Background: an optimization exercise with open tools, aiming at small area. Do not read the settings as production practice.
The RTL was checked by simulation tests, not by an equivalence proof against the original design.

==> design/flow/run.sh <==
#!/bin/bash
# synth_recipe.tcl (not shown) runs the flow's synth.tcl, then flattens the netlist and writes it again
# the make line also repeats each setting of config.mk as NAME=value (left out here)
make -C /OpenROAD-flow-scripts/flow DESIGN_CONFIG=/design/flow/config.mk WORK_HOME=/design/flow/orfs CLKGATE_MAP_FILE= SYNTH_SCRIPT=/design/flow/synth_recipe.tcl finish
==> design/flow/config.mk <==
export PLATFORM = sky130hd
export DESIGN_NAME = life16
export DESIGN_NICKNAME = life16
export VERILOG_FILES = /design/flow/design.v
export SDC_FILE = /design/flow/constraint.sdc
export NUM_CORES = 4
export LEC_CHECK = 0
export CAP_MARGIN = 20
export CORE_MARGIN = 2
export CORE_UTILIZATION = 40
export SLEW_MARGIN = 20
==> design/flow/constraint.sdc <==
create_clock -name core_clock -period 5.0 [get_ports {clk}]
set_input_delay 1.0000 -clock core_clock [delete_from_list [all_inputs] [get_ports {clk}]]
set_output_delay 1.0000 -clock core_clock [all_outputs]
set_load 0.01 [all_outputs]
==> design/flow/design.v <==
module life16(
    input clk,
    input load,
    input [255:0] data,
    output reg [255:0] q);
reg [3:0] sum;    
always @(posedge clk) begin
    if (load) begin q <= data; end
    else begin
        for (integer count = 0 ; count < 256 ; count++) begin
        if (count == 0) begin
            sum = q[1] + q[15] + q[16] + q[17] + q[31] + q[240] + q[241] +  q[255]; 
        end else if (count == 15) begin
            sum = q[14] + q[16] + q[0] + q[31] + q[240] + q[254] + q[30]  + q[255];
        end else if (count == 240) begin
            sum = q[0] + q[1] + q[15] + q[239] + q[241] + q[224] + q[225] + q[255];
        end else if (count == 255) begin
            sum = q[0] + q[14] +  q[15] + q[224] + q[238] + q[240] + q[239] + q[254];
        end else if (count > 0 && count < 15) begin
            sum = q[count -1] + q[count +1] + q[count +16] + q[count +15] + q[count +17] + q[count + 240] + q[count +239] + q[count +241];
        end else if (count % 16 == 0) begin 
            sum = q[count -1] + q[count +1] + q[count +15] + q[count +16] + q[count +17] + q[count -15] + q[count -16] + q[count +31];
        end else if (count % 16 == 15)  begin
            sum = q[count -1] + q[count +1] + q[count +15] + q[count -15]  + q[count +16] + q[count -16] + q[count -17]  + q[count -31];
        end else if (count > 240 && count < 255) begin
            sum = q[count -1] + q[count +1] + q[count - 15] + q[count - 16] + q[count - 17] + q[count - 240] + q[count - 241] + q[count - 239];
        end else begin
            sum = q[count -1] + q[count +1] + q[count -15] + q[count -16]  + q[count -17] + q[count +15] + q[count +16] + q[count +17];
        end
        if ((sum == 0 || sum == 1) || (sum >= 4)) begin
         	q[count] <= 0;
    	end else if (sum == 3) begin
         	q[count] <= 1;
    	end
    end
    end
end
endmodule
==> results.json <==
{
  "syn-num-nets": 7736,
  "worst_pin_slew_ns": 1.02,
  "yosys.area.top_type_share_pct": 36.2,
  "ctsHoldBuffers": 0,
  "dpl.hpwl_mm": 142,
  "die_w_um": 380,
  "fin_crit_ns": 4.37,
  "die_h_um": 380,
  "grt_usage_pct": 23.2,
  "nets": 8366,
  "wl_met1_mm": 69.9,
  "fmax_ghz": 0.229,
  "critPathLaunchType": "flop",
  "dpl_cell_area_sq_um": 64600,
  "dp_slack_ns": 0.696,
  "viasPerCell": 4.95,
  "globalRouteOverflowTotal": 0,
  "setup_tns_ns": 0,
  "diodes": 0,
  "ctsResizeCount": 0,
  "drc_errors": 0,
  "top_register": "q",
  "rsz0062_at_grt": "false",
  "layout_commonest_cell": "inv_1",
  "hp-class": "flop to flop",
  "yosys.area.top_type": "fa_1",
  "wire_per_inst_um": 20.0,
  "synth_warnings": 1,
  "top_regs": "q (256)",
  "route.vias.total": 40800,
  "r2r.worst_path.cells": 11,
  "post-cts-setup-buffer-count": 0,
  "antenna_found_initial": 3,
  "ys_ff_latch": 256,
  "syn_area_per_cell_sq_um": 9.95,
  "drt_first_iter_violations": 2119,
  "top_layer": "met5",
  "yosysSeqAreaShare_pct": 13.6,
  "r2r_start": "q[8]$_DFFE_PP_",
  "first_pass_iters": 7,
  "cts_buffer_depth": 3,
  "start_util_pct": 40.1,
  "cts_root_buffer": "clkbuf_16",
  "wl_mm": 165,
  "slew_violations": 0,
  "endpoint": "q[248]$_DFFE_PP_",
  "cp.arrival_ns": 4.75,
  "fin_skew_ns": 0.0123,
  "grt_start_max_net_pins": 100,
  "io_buffers": 513,
  "io_pins": 514,
  "maxSlewHeadroom_pct": 32.0,
  "cts_buffers": 44,
  "place_congestion": 0.872,
  "ys_types": 15,
  "r2r-end": "q[248]$_DFFE_PP_",
  "clk_latency_ns": 0.63,
  "syn2layout_area_growth_pct": 16.3,
  "largest_register_ffs": 256,
  "wl_met3_mm": 9.80,
  "htree_levels": 2,
  "setup_viol": 0,
  "clk_pin_slew_ns": 0.06,
  "design.core.area_sq_um": 141000,
  "required_ns": 5.38,
  "dr_wl_met2_mm": 78.8,
  "cts_tree": "yes",
  "drive_above_1_share_pct": 2.79,
  "synth_area_leaders": "fa_1 (36%), ha_1 (17%), edfxtp_1 (14%)",
  "crit_path_end_kind": "flop",
  "grt_first_pass_wirelength_mm": 256,
  "hold_viol": 0,
  "crit_start": "q[8]$_DFFE_PP_",
  "clock_sinks": 256,
  "nFillCells": 13300,
  "rows": 138,
  "post-route-period-util_pct": 87.4,
  "status": "timing/DRC/antenna clean",
  "path_class": "flop to flop",
  "ant_nets": 0,
  "maxCapViolCount": 0,
  "fp.dieArea_sq_um": 145000,
  "fin_ws_ns": 0.628,
  "holdWs_ns": 0.723,
  "grt_pass1_vias": 43800,
  "cp_max_fo": 6,
  "r2r_slack_ns": 0.63,
  "syn-instance-count": 5687,
  "syn-cell-area_sq_um": 56600,
  "design_area_sq_um": 65800,
  "final_cell_mix": "inv_1 (2,047), fa_1 (1,023), ha_1 (768), clkdlybuf4s50_1 (512)"
}
==> per-stage QoR <==
stage	std cells	utilization, %
after floorplan	5687	-
after global placement	8161	45.8
after detailed placement	8161	45.8
after CTS	8232	46.7
after global routing	8232	46.7
final	8232	46.7
==> routing by layer <==
metal	track usage (%)	vias up
li1	-	18900
met4	7.77	6
met3	4.57	227
met2	38.9	925
met5	0	-
met1	29.9	20700
==> area by class of cell <==
type / count / area, sq um / area share (%)
Sequential cell: 256 / 7690 / 11.7
Inverter: 2047 / 7680 / 11.7
Timing Repair Buffer: 641 / 6180 / 9.38
Clock inverter: 15 / 110 / 0.167
Multi-Input combinational cell: 3327 / 40700 / 61.7
Clock buffer: 56 / 1170 / 1.77
Tap cell: 1890 / 2360 / 3.59
==> worst max-delay path, stage by stage (launching register included) <==
cell	delay [ns]
edfxtp_1	0.50
inv_1	0.52
fa_1	0.54
fa_1	0.46
fa_1	0.56
inv_1	0.06
ha_1	0.22
inv_1	0.08
fa_1	0.43
nor4b_1	0.31
a21oi_1	0.12
or3_1	0.32
==> kinds of logic after synthesis <==
family                     share of synthesized area, %
DFF                                                13.6
and+or+nand+nor                                    11.8
muxes                                              4.53
AOI/OAI and AO/OA                                  2.29
adders and majority gates                          53.2
buffers and inverters                              14.6
==> cells in the mapped netlist <==
master and instances:
nand2_1 256, nor2_1 6, or3_1 256, edfxtp_1 256
buf_4 7, nor4b_1 256, a21oi_1 250, ha_1 768
a22oi_1 6, inv_1 2047, clkbuf_1 5, mux2i_1 256
nor3b_1 250, buf_6 45, fa_1 1023
==> worst min-delay path by stage <==
| stage | startpoint | to | cells past startpoint |
|---|---|---|---|
| floorplan | q[85]$_DFFE_PP_ | q[100]$_DFFE_PP_ | 2 |
| global placement | q[167]$_DFFE_PP_ | q[182]$_DFFE_PP_ | 2 |
| detailed placement | q[17]$_DFFE_PP_ | q[2]$_DFFE_PP_ | 2 |
| CTS | q[17]$_DFFE_PP_ | q[2]$_DFFE_PP_ | 2 |
| global route | q[17]$_DFFE_PP_ | q[2]$_DFFE_PP_ | 2 |
| finish | q[17]$_DFFE_PP_ | q[2]$_DFFE_PP_ | 2 |

## what the ideal ports hide
How much do the figures lean on ideal ports? The routed layout below was timed once more, with nothing changed but the port constraints.
Step 1 sets driving cells, clkbuf_16 on the clock port and buf_2 on the other inputs (assumed; they add their load-dependent delay and slew).
Step 2 times the ports against the registers' clock, not the clock port: input delays grow and output delays shrink by t, the midpoint of the rising clock arrivals with the driver on.
Slacks: no drivers / after step 1 / after step 2; pairs: no drivers / after step 1.
t, ns: 0.696
setup WS [ns]: 0.628 / 0.628 / 0.628
hold slack, ns: 0.723 / 0.723 / 0.723
clock arrival spread, ns: 0.016 / 0.016
pins driven straight from the clock port: 1
After both steps setup and hold are still met in this run. The setup slack of this run moves by 0.000 ns with the drivers and by 0.000 ns with both steps.
